Source: an optimization exercise on an open RTL-to-GDS flow (aim: small area, a short achievable clock period and few clock cycles). Production flows keep margins and buffers that such runs may drop.
At most, simulation tests tie the RTL to the original design; equivalence was not proved.
Power figures rest on the tool's default switching activity, not on a simulated workload.

## JK
Design freqcalccore_v1_0_S00_AXI, start of the top module:
module freqcalccore_v1_0_S00_AXI #
	(
		parameter integer FHT_B = 7,
		parameter integer FHT_N = 2 ** FHT_B,
		parameter IDLE = 3'b000,
		parameter PRELOAD = 3'b001,
		parameter PREMULT_1 = 3'b010,
		parameter PREMULT_2 = 3'b011,
		parameter ACCUMULATION = 3'b100,
		parameter SQUARING = 3'b101,
		parameter CONVERSION = 3'b110,
		parameter FIND_MAX = 3'b111,
		parameter integer PDM_DIV = 2,
		parameter integer SAMPLE_DIV = 256,
		parameter integer C_S_AXI_DATA_WIDTH	= 32,
		parameter integer C_S_AXI_ADDR_WIDTH	= 4
	)
	(
		input wire pdm_data,
		output wire pdm_clk,
		output wire pdm_lrsel,
		output wire led0,
		output wire led1,
		input wire  S_AXI_ACLK,
		input wire  S_AXI_ARESETN,
		input wire [C_S_AXI_ADDR_WIDTH-1 : 0] S_AXI_AWADDR,
		input wire [2 : 0] S_AXI_AWPROT,
		input wire  S_AXI_AWVALID,
		output wire  S_AXI_AWREADY,
		input wire [C_S_AXI_DATA_WIDTH-1 : 0] S_AXI_WDATA,
		input wire [(C_S_AXI_DATA_WIDTH/8)-1 : 0] S_AXI_WSTRB,
		input wire  S_AXI_WVALID,
		output wire  S_AXI_WREADY,
		output wire [1 : 0] S_AXI_BRESP,
		output wire  S_AXI_BVALID,
		input wire  S_AXI_BREADY,
		input wire [C_S_AXI_ADDR_WIDTH-1 : 0] S_AXI_ARADDR,
		input wire [2 : 0] S_AXI_ARPROT,
		input wire  S_AXI_ARVALID,
		output wire  S_AXI_ARREADY,
		output wire [C_S_AXI_DATA_WIDTH-1 : 0] S_AXI_RDATA,
		output wire [1 : 0] S_AXI_RRESP,
		output wire  S_AXI_RVALID,
		input wire  S_AXI_RREADY
	);
For scale: ~5500 cells after synthesis, about 1300 flip-flops, roughly 100 I/O pins, roughly 60000 µm² of cells after synthesis.
export LEC_CHECK = 0
export CAP_MARGIN = 20
export CORE_MARGIN = 2
export CORE_UTILIZATION = 40
export CTS_BUF_LIST = sky130_fd_sc_hd__clkbuf_8
export PLACE_DENSITY = 0.6
export SLEW_MARGIN = 20
create_clock -name core_clock -period 12.0 [get_ports {S_AXI_ACLK}]
standard.sh (not shown) runs the stock make flow with config.mk's settings and CLKGATE_MAP_FILE= SYNTH_SCRIPT=/design/flow/synth_recipe.tcl, a recipe that flattens the netlist after the stock synthesis.
==> flow/flow/run.sh <==
#!/bin/bash
# Own layout flow: the standard flow (standard.sh, unchanged synthesis), with repair_timing
# aiming at a tighter setup margin so that the layout's reg-to-reg and port paths come out
# shorter.  The clock period and the constraints are the design's (constraint.sdc).
set -euo pipefail
MARGIN=$(cat flow/margin.txt 2>/dev/null || echo 6)
bash standard.sh SETUP_SLACK_MARGIN=$MARGIN TNS_END_PERCENT=100 finish > standard_make.log 2>&1
==> flow/flow/margin.txt <==
6.8
The inputs of MS differ from those of JK as listed below.
--- a/flow/design.v
+++ b/flow/design.v
@@ -417,35 +417,35 @@
     always @(posedge clk) begin
         if (v1_r) begin
             sqa_r <= sq;
             s_r <= {b1_r[9], b1_r} + {b2_r[9], b2_r};
             k2_r <= k1_r;
         end
         if (va_r) sqb_r <= sq;
     end
     wire v2_r = vq_r;
     wire [17:0] s2 = {{6{s_r[10]}}, s_r, 1'b0};
     wire [17:0] s4 = {{5{s_r[10]}}, s_r, 2'b00};
-    wire [53:0] pd3 = {{1'b0, sqa_r} + {1'b0, sqb_r} + s4 + 18'd8,
-                       {1'b0, sqa_r} + {1'b0, sqb_r} + s2 + 18'd2,
-                       {1'b0, sqa_r} + {1'b0, sqb_r}};
+    wire [53:0] dl = {s4 + 18'd8, s2 + 18'd2, 18'd0};
     reg [53:0] mx;
     reg [17:0] mk;
     wire clr_cand = go;
     genvar gd;
     generate
         for (gd = 0; gd < 3; gd = gd + 1) begin : g_c
-            wire [17:0] pv = pd3[18*gd +: 18];
+            wire [17:0] dv = dl[18*gd +: 18];
             wire [17:0] mv = mx[18*gd +: 18];
             wire [5:0] kv = mk[6*gd +: 6];
-            wire better = {pv, ~k2_r} > {mv, ~kv};    
+            wire [17:0] pv = {1'b0, sqa_r} + {1'b0, sqb_r} + dv;
+            wire [18:0] df = {2'b00, sqa_r} + {2'b00, sqb_r} + {dv[17], dv} - {1'b0, mv};
+            wire better = ~df[18] & ((df != 19'd0) | (k2_r < kv));    
             always @(posedge clk) begin
                 if (clr_cand) begin
                     mx[18*gd +: 18] <= 18'd0;
                     mk[6*gd +: 6] <= 6'd0;
                 end else if (v2_r & better) begin
                     mx[18*gd +: 18] <= pv;
                     mk[6*gd +: 6] <= k2_r;
                 end
             end
         end
     endgenerate
### Flow results
Compared with JK, MS instantiates a larger number of cells.
Relative to JK, first-iteration DRC count has increased by 20% in MS.
Between JK and MS, the final-layout non-clock buffer area share figures differ only marginally.
Side by side, combinational share of power turned out higher in MS than in JK.
Compared with JK, MS shows a synthesized area that is 2100 µm² higher.
Higher worst slew margin relative to its limit was reported by MS, not JK.
NOTE power per cell area JK->MS increased by more than 10%
Going from JK to MS, total power of the final layout +17%; hold slack went down 0.018 ns; achievable frequency down about 0.7%; fraction of standard cell area in multi-input logic saw an increase; met3 usage in global routing shows no meaningful change.
No run of this note included a check of the RTL's function; only the layout flow was run.

## xenon
freqcalccore_v1_0_S00_AXI, a different RTL version from the one above (not shown whole).
Size in the first run: ~5400 cells after synthesis, roughly 1300 flip-flops, roughly 100 I/O pins.
export LEC_CHECK = 0
export CAP_MARGIN = 20
export CORE_MARGIN = 2
export CORE_UTILIZATION = 50
export CTS_BUF_LIST = sky130_fd_sc_hd__clkbuf_8
export PLACE_DENSITY = 0.75
export SLEW_MARGIN = 20
create_clock -name core_clock -period 12.0 [get_ports {S_AXI_ACLK}]
Scripts as last shown in full above: flow/flow/run.sh, flow/flow/margin.txt
Testbench counts of xenon, summed over its fixed seeds: cycles 180.
Inputs modified between xenon and ember:
diff --git a/flow/design.v b/flow/design.v
--- a/flow/design.v
+++ b/flow/design.v
@@ -389,53 +389,49 @@
     reg [9:0] b1_r, b2_r;
     reg [5:0] k1_r;
     reg v1_r;
     always @(posedge clk) begin
         if (!rstn) v1_r <= 1'b0;
         else v1_r <= pair_e1;
         if (pair_e1) begin
             b1_r <= bin1;
             b2_r <= bin2;
             k1_r <= k_p;
         end
     end
-    reg va_r, vq_r, vp_r;
+    reg va_r, vq_r;
     always @(posedge clk) begin
         if (!rstn) begin
             va_r <= 1'b0;
             vq_r <= 1'b0;
-            vp_r <= 1'b0;
         end else begin
             va_r <= v1_r;
             vq_r <= va_r;
-            vp_r <= vq_r;
         end
     end
     wire [9:0] bq = va_r ? b2_r : b1_r;
     wire [8:0] cq = bq[8:0] ^ {9{bq[9]}};
-    wire [16:0] sq = sq9(cq) + (bq[9] ? {7'd0, cq, 1'b1} : 17'd0);
-    reg [16:0] sqa_r, sqb_r;
     reg [17:0] p0_r;
     reg signed [10:0] s_r;
     reg [5:0] k2_r;
+    wire [17:0] pin = va_r ? p0_r : 18'd0;
     always @(posedge clk) begin
-        if (v1_r) sqa_r <= sq;
+        if (v1_r | va_r)
+            p0_r <= {1'b0, sq9(cq)} + (bq[9] ? {8'd0, cq, 1'b1} : 18'd0) + pin;
         if (va_r) begin
-            sqb_r <= sq;
             s_r <= {b1_r[9], b1_r} + {b2_r[9], b2_r};
             k2_r <= k1_r;
         end
-        if (vq_r) p0_r <= {1'b0, sqa_r} + {1'b0, sqb_r};
     end
-    wire v2_r = vp_r;
+    wire v2_r = vq_r;
     wire [17:0] s2 = {{6{s_r[10]}}, s_r, 1'b0};
     wire [17:0] s4 = {{5{s_r[10]}}, s_r, 2'b00};
     wire [53:0] pd3 = {p0_r + s4 + 18'd8, p0_r + s2 + 18'd2, p0_r};
     reg [53:0] mx;
     reg [17:0] mk;
     wire clr_cand = go;
     genvar gd;
     generate
         for (gd = 0; gd < 3; gd = gd + 1) begin : g_c
             wire [17:0] pv = pd3[18*gd +: 18];
             wire [17:0] mv = mx[18*gd +: 18];
             wire [5:0] kv = mk[6*gd +: 6];
Findings:
- When the final numbers for xenon and ember were put side by side, the combinational fraction of design power turned out to be greater in ember.
- Of xenon and ember, the higher global routing usage on met3 belongs to ember.
- For xenon, the top routing layer in use was met4, unlike ember, where it was met5.
- Delta (ember minus xenon): worst hold slack now sits higher; effective utilization at floorplan now sits at about the same level; routed wire length now sits higher; sequential share of power now sits lower; largest stage delay on the critical path now sits higher.
- Diff ember..xenon | final count of hold timing violations | unchanged
- Against xenon, ember reports a number of nets in the finished design that is higher.
- In the reports for xenon and ember, the smaller sequential power belongs to ember.
The RTL of ember was laid out without a check of its function.

## the previous run
Another version of the RTL of freqcalccore_v1_0_S00_AXI (not shown whole).
Size: roughly 1,300 flip-flops, roughly 59,000 um2 of cells after synthesis.
export LEC_CHECK = 0
export ABC_AREA = 1
export CAP_MARGIN = 20
export CORE_MARGIN = 2
export CORE_UTILIZATION = 50
export CTS_BUF_LIST = sky130_fd_sc_hd__clkbuf_8
export PLACE_DENSITY = 0.75
export SLEW_MARGIN = 20
create_clock -name core_clock -period 12.0 [get_ports {S_AXI_ACLK}]
==> flow/flow/run.sh <==
#!/bin/bash
# Own layout flow: the standard flow (standard.sh, unchanged synthesis), with repair_timing
# aiming at a tighter setup margin so that the layout's reg-to-reg and port paths come out
# shorter; clock tree synthesis with larger sink clusters and without dummy balancing loads;
# and the port buffers (every port still gets one) made of buf_2 cells.  The clock period and
# the constraints are the design's (constraint.sdc).
set -euo pipefail
MARGIN=$(cat flow/margin.txt 2>/dev/null || echo 6)
CTS="-sink_clustering_enable -repair_clock_nets -dont_use_dummy_load -sink_clustering_size 18 -sink_clustering_max_diameter 60 -buf_list sky130_fd_sc_hd__clkbuf_8"
bash standard.sh SETUP_SLACK_MARGIN=$MARGIN TNS_END_PERCENT=100 "CTS_ARGS=$CTS" "BUFFER_PORTS_ARGS=-buffer_cell sky130_fd_sc_hd__buf_2" finish > standard_make.log 2>&1
==> flow/flow/margin.txt <==
6.95
Testbench counts of the previous run, summed over its fixed seeds: cycles 180.
Changes in the current run relative to the previous run:
--- a/flow/design.v
+++ b/flow/design.v
@@ -163,13 +163,13 @@
     reg run_i;
     reg [4:0] s_i;
     reg [3:0] d_i;
     wire [6:0] ptr3 = ptr + 7'd3;
     wire go = ~run_i & ~pending & ~clr & (cnt >= 8'd14) & (cnt <= 8'd40) & (ptr3[2:0] == 3'd0);
     wire wrap_i = (s_i == 5'd23);
-    wire last_i = (d_i == 4'd9) & (s_i == 5'd9);
+    wire last_i = (d_i == 4'd9) & (s_i == 5'd13);
     always @(posedge clk) begin
         if (!rstn) begin
             run_i <= 1'b0;
             s_i <= 5'd0;
             d_i <= 4'd0;
         end else if (go) begin
@@ -344,38 +344,23 @@
             5'd6: pp_n = 3'd6;
             5'd8: pp_n = 3'd7;
             default: pp_n = 3'd0;
         endcase
     end
     wire [3:0] own = pp_n[2] ? (d_i - 4'd1) : d_i;    
-    wire [5:0] b6 = {2'd0, own};
-    reg [5:0] k_n;
-    always @(*) begin
-        case (pp_n)
-            3'd1: k_n = 6'd0 - b6;
-            3'd2: k_n = b6 + 6'd31;
-            3'd3: k_n = 6'd32 - b6;
-            3'd4: k_n = b6 + 6'd47;
-            3'd5: k_n = 6'd16 - b6;
-            3'd6: k_n = b6 + 6'd15;
-            default: k_n = 6'd48 - b6;
-        endcase
-    end
     wire v_n = run_s1 & (pp_n != 3'd0) & (own >= ((pp_n == 3'd1) ? 4'd2 : 4'd1)) & (own <= 4'd8);
     reg [2:0] pp;
     reg pair_e1;
-    reg [5:0] k_p;
     always @(posedge clk) begin
         if (!rstn) begin
             pp <= 3'd0;
             pair_e1 <= 1'b0;
         end else begin
             pp <= pp_n;
             pair_e1 <= v_n;
         end
-        k_p <= k_n;
     end
     wire bp = pp[2];
     wire [6:0] op_t2 = bp ? itc2 : itb2;
     wire [6:0] op_t6 = bp ? itc6 : itb6;
     wire [8:0] op_tt = bp ? c_t2b : c_t2c;
     reg [7:0] op_p, op_q;
@@ -406,21 +391,19 @@
     wire [9:0] e_c = {op_c[8], op_c} ^ {10{nc}};
     wire [2:0] one1 = {2'd0, nu} + {1'b0, nt, 1'b0} + {2'd0, np} + {2'd0, nq};
     wire [1:0] one2 = {1'b0, nu} + {1'b0, nt2} + {1'b0, nc};
     wire [9:0] bin1 = e_u0 + e_u4 + e_t2 + e_t6 + e_p + e_q + {7'd0, one1};
     wire [9:0] bin2 = e_w0 + e_w4 + e_tt + e_c + {8'd0, one2};
     reg [9:0] b1_r, b2_r;
-    reg [5:0] k1_r;
     reg v1_r;
     always @(posedge clk) begin
         if (!rstn) v1_r <= 1'b0;
         else v1_r <= pair_e1;
         if (pair_e1) begin
             b1_r <= bin1;
             b2_r <= bin2;
-            k1_r <= k_p;
         end
     end
     reg va_r, vq_r, vp_r;
     always @(posedge clk) begin
         if (!rstn) begin
             va_r <= 1'b0;
@@ -435,23 +418,47 @@
     wire [9:0] bq = va_r ? b2_r : b1_r;
     wire [8:0] cq = bq[8:0] ^ {9{bq[9]}};
     wire [16:0] sq = sq9(cq) + (bq[9] ? {7'd0, cq, 1'b1} : 17'd0);
     reg [16:0] sqa_r, sqb_r;
     reg [17:0] p0_r;
     reg signed [10:0] s_r;
-    reg [5:0] k2_r;
     always @(posedge clk) begin
         if (v1_r) sqa_r <= sq;
         if (va_r) begin
             sqb_r <= sq;
             s_r <= {b1_r[9], b1_r} + {b2_r[9], b2_r};
-            k2_r <= k1_r;
         end
         if (vq_r) p0_r <= {1'b0, sqa_r} + {1'b0, sqb_r};
     end
     wire v2_r = vp_r;
+    reg [2:0] pp3;
+    reg wr3;
+    always @(*) begin
+        case (s_i)
+            5'd20: begin pp3 = 3'd1; wr3 = 1'b0; end
+            5'd1: begin pp3 = 3'd2; wr3 = 1'b1; end
+            5'd3: begin pp3 = 3'd3; wr3 = 1'b1; end
+            5'd7: begin pp3 = 3'd4; wr3 = 1'b0; end
+            5'd9: begin pp3 = 3'd5; wr3 = 1'b0; end
+            5'd11: begin pp3 = 3'd6; wr3 = 1'b0; end
+            default:   begin pp3 = 3'd7; wr3 = 1'b0; end
+        endcase
+    end
+    wire [5:0] b6 = {2'd0, d_i - {3'd0, wr3} - {3'd0, pp3[2]}};    
+    reg [5:0] k2_r;
+    always @(*) begin
+        case (pp3)
+            3'd1: k2_r = 6'd0 - b6;
+            3'd2: k2_r = b6 + 6'd31;
+            3'd3: k2_r = 6'd32 - b6;
+            3'd4: k2_r = b6 + 6'd47;
+            3'd5: k2_r = 6'd16 - b6;
+            3'd6: k2_r = b6 + 6'd15;
+            default: k2_r = 6'd48 - b6;
+        endcase
+    end
     wire [17:0] s2 = {{6{s_r[10]}}, s_r, 1'b0};
     wire [17:0] s4 = {{5{s_r[10]}}, s_r, 2'b00};
     wire [53:0] pd3 = {p0_r + s4 + 18'd8, p0_r + s2 + 18'd2, p0_r};
     reg [53:0] mx;
     reg [17:0] mk;
     wire clr_cand = go;
--- outcome ---
The previous run → the current run: via count higher, wire length decreased by 730 um relative to the old numbers, number of sequential cells has decreased, multi-input combinational gate total shows an increase of 43.
On final period demand of the worst path, the previous run beats the current run.
NOTE count of clock-buffer cells in the layout the previous run->the current run increased slightly
Sequential share of layout area (the current run over the previous run): decrease, 1.0 points
Between the current run and the previous run, it is the current run whose layout overhead on the synthesized area is higher, by 0.83 points.
The current run ended up with a lower overall track demand over capacity in global routing than the previous run did.
In the current run, the final critical-path share of the clock period came out 0.40 points above the value in the previous run.
According to the power report, total power for the current run is lower than for the previous run.
Changes observed in the current run relative to the previous run: post-route worst setup slack down 0.047 ns; number of enable flip-flop cells after synthesis down 12.
For the current run, only the layout was checked, not whether the RTL still works.

what the ideal ports hide:
No port has a modelled driver above. Below, the same layouts with a new extraction and two added sets of constraints. Step 1, drivers: a clkbuf_16 drives S_AXI_ACLK and a buf_2 each remaining input, both assumed. Step 2 adds t to the input delays and takes it off the output delays; t is the mean of the earliest and latest rising clock arrival at the registers after step 1. Input paths then give back, and output paths get back, about the clock's delay inside the block. Slacks: no drivers / after step 1 / after step 2; pairs: no drivers / after step 1.
| run | t, ns | setup WS [ns] | hold WS [ns] | worst setup path at the end | slew at the worst register clock pin (ns) |
|---|---|---|---|---|---|
| JK | 0.979 | 6.614 / 6.614 / 6.614 | 0.295 / 0.295 / 0.295 | register to register | 0.07 / 0.07 |
| MS | 0.981 | 6.575 / 6.575 / 6.575 | 0.277 / 0.277 / 0.277 | register to register | 0.07 / 0.07 |
| xenon | 0.992 | 6.860 / 6.831 / 6.831 | 0.238 / 0.238 / 0.238 | input to output | 0.08 / 0.08 |
| ember | 0.972 | 6.416 / 6.416 / 6.416 | 0.281 / 0.281 / 0.281 | register to register | 0.08 / 0.08 |
| the previous run | 0.885 | 6.981 / 6.948 / 6.948 | 0.264 / 0.264 / 0.264 | input to output | 0.12 / 0.12 |
| the current run | 0.884 | 6.934 / 6.934 / 6.934 | 0.264 / 0.264 / 0.264 | register to register | 0.11 / 0.11 |
After both steps setup and hold are still met in every run listed. For the previous run, which loses most, drivers alone change the setup slack by -0.033 ns; drivers and shift together by -0.033 ns.
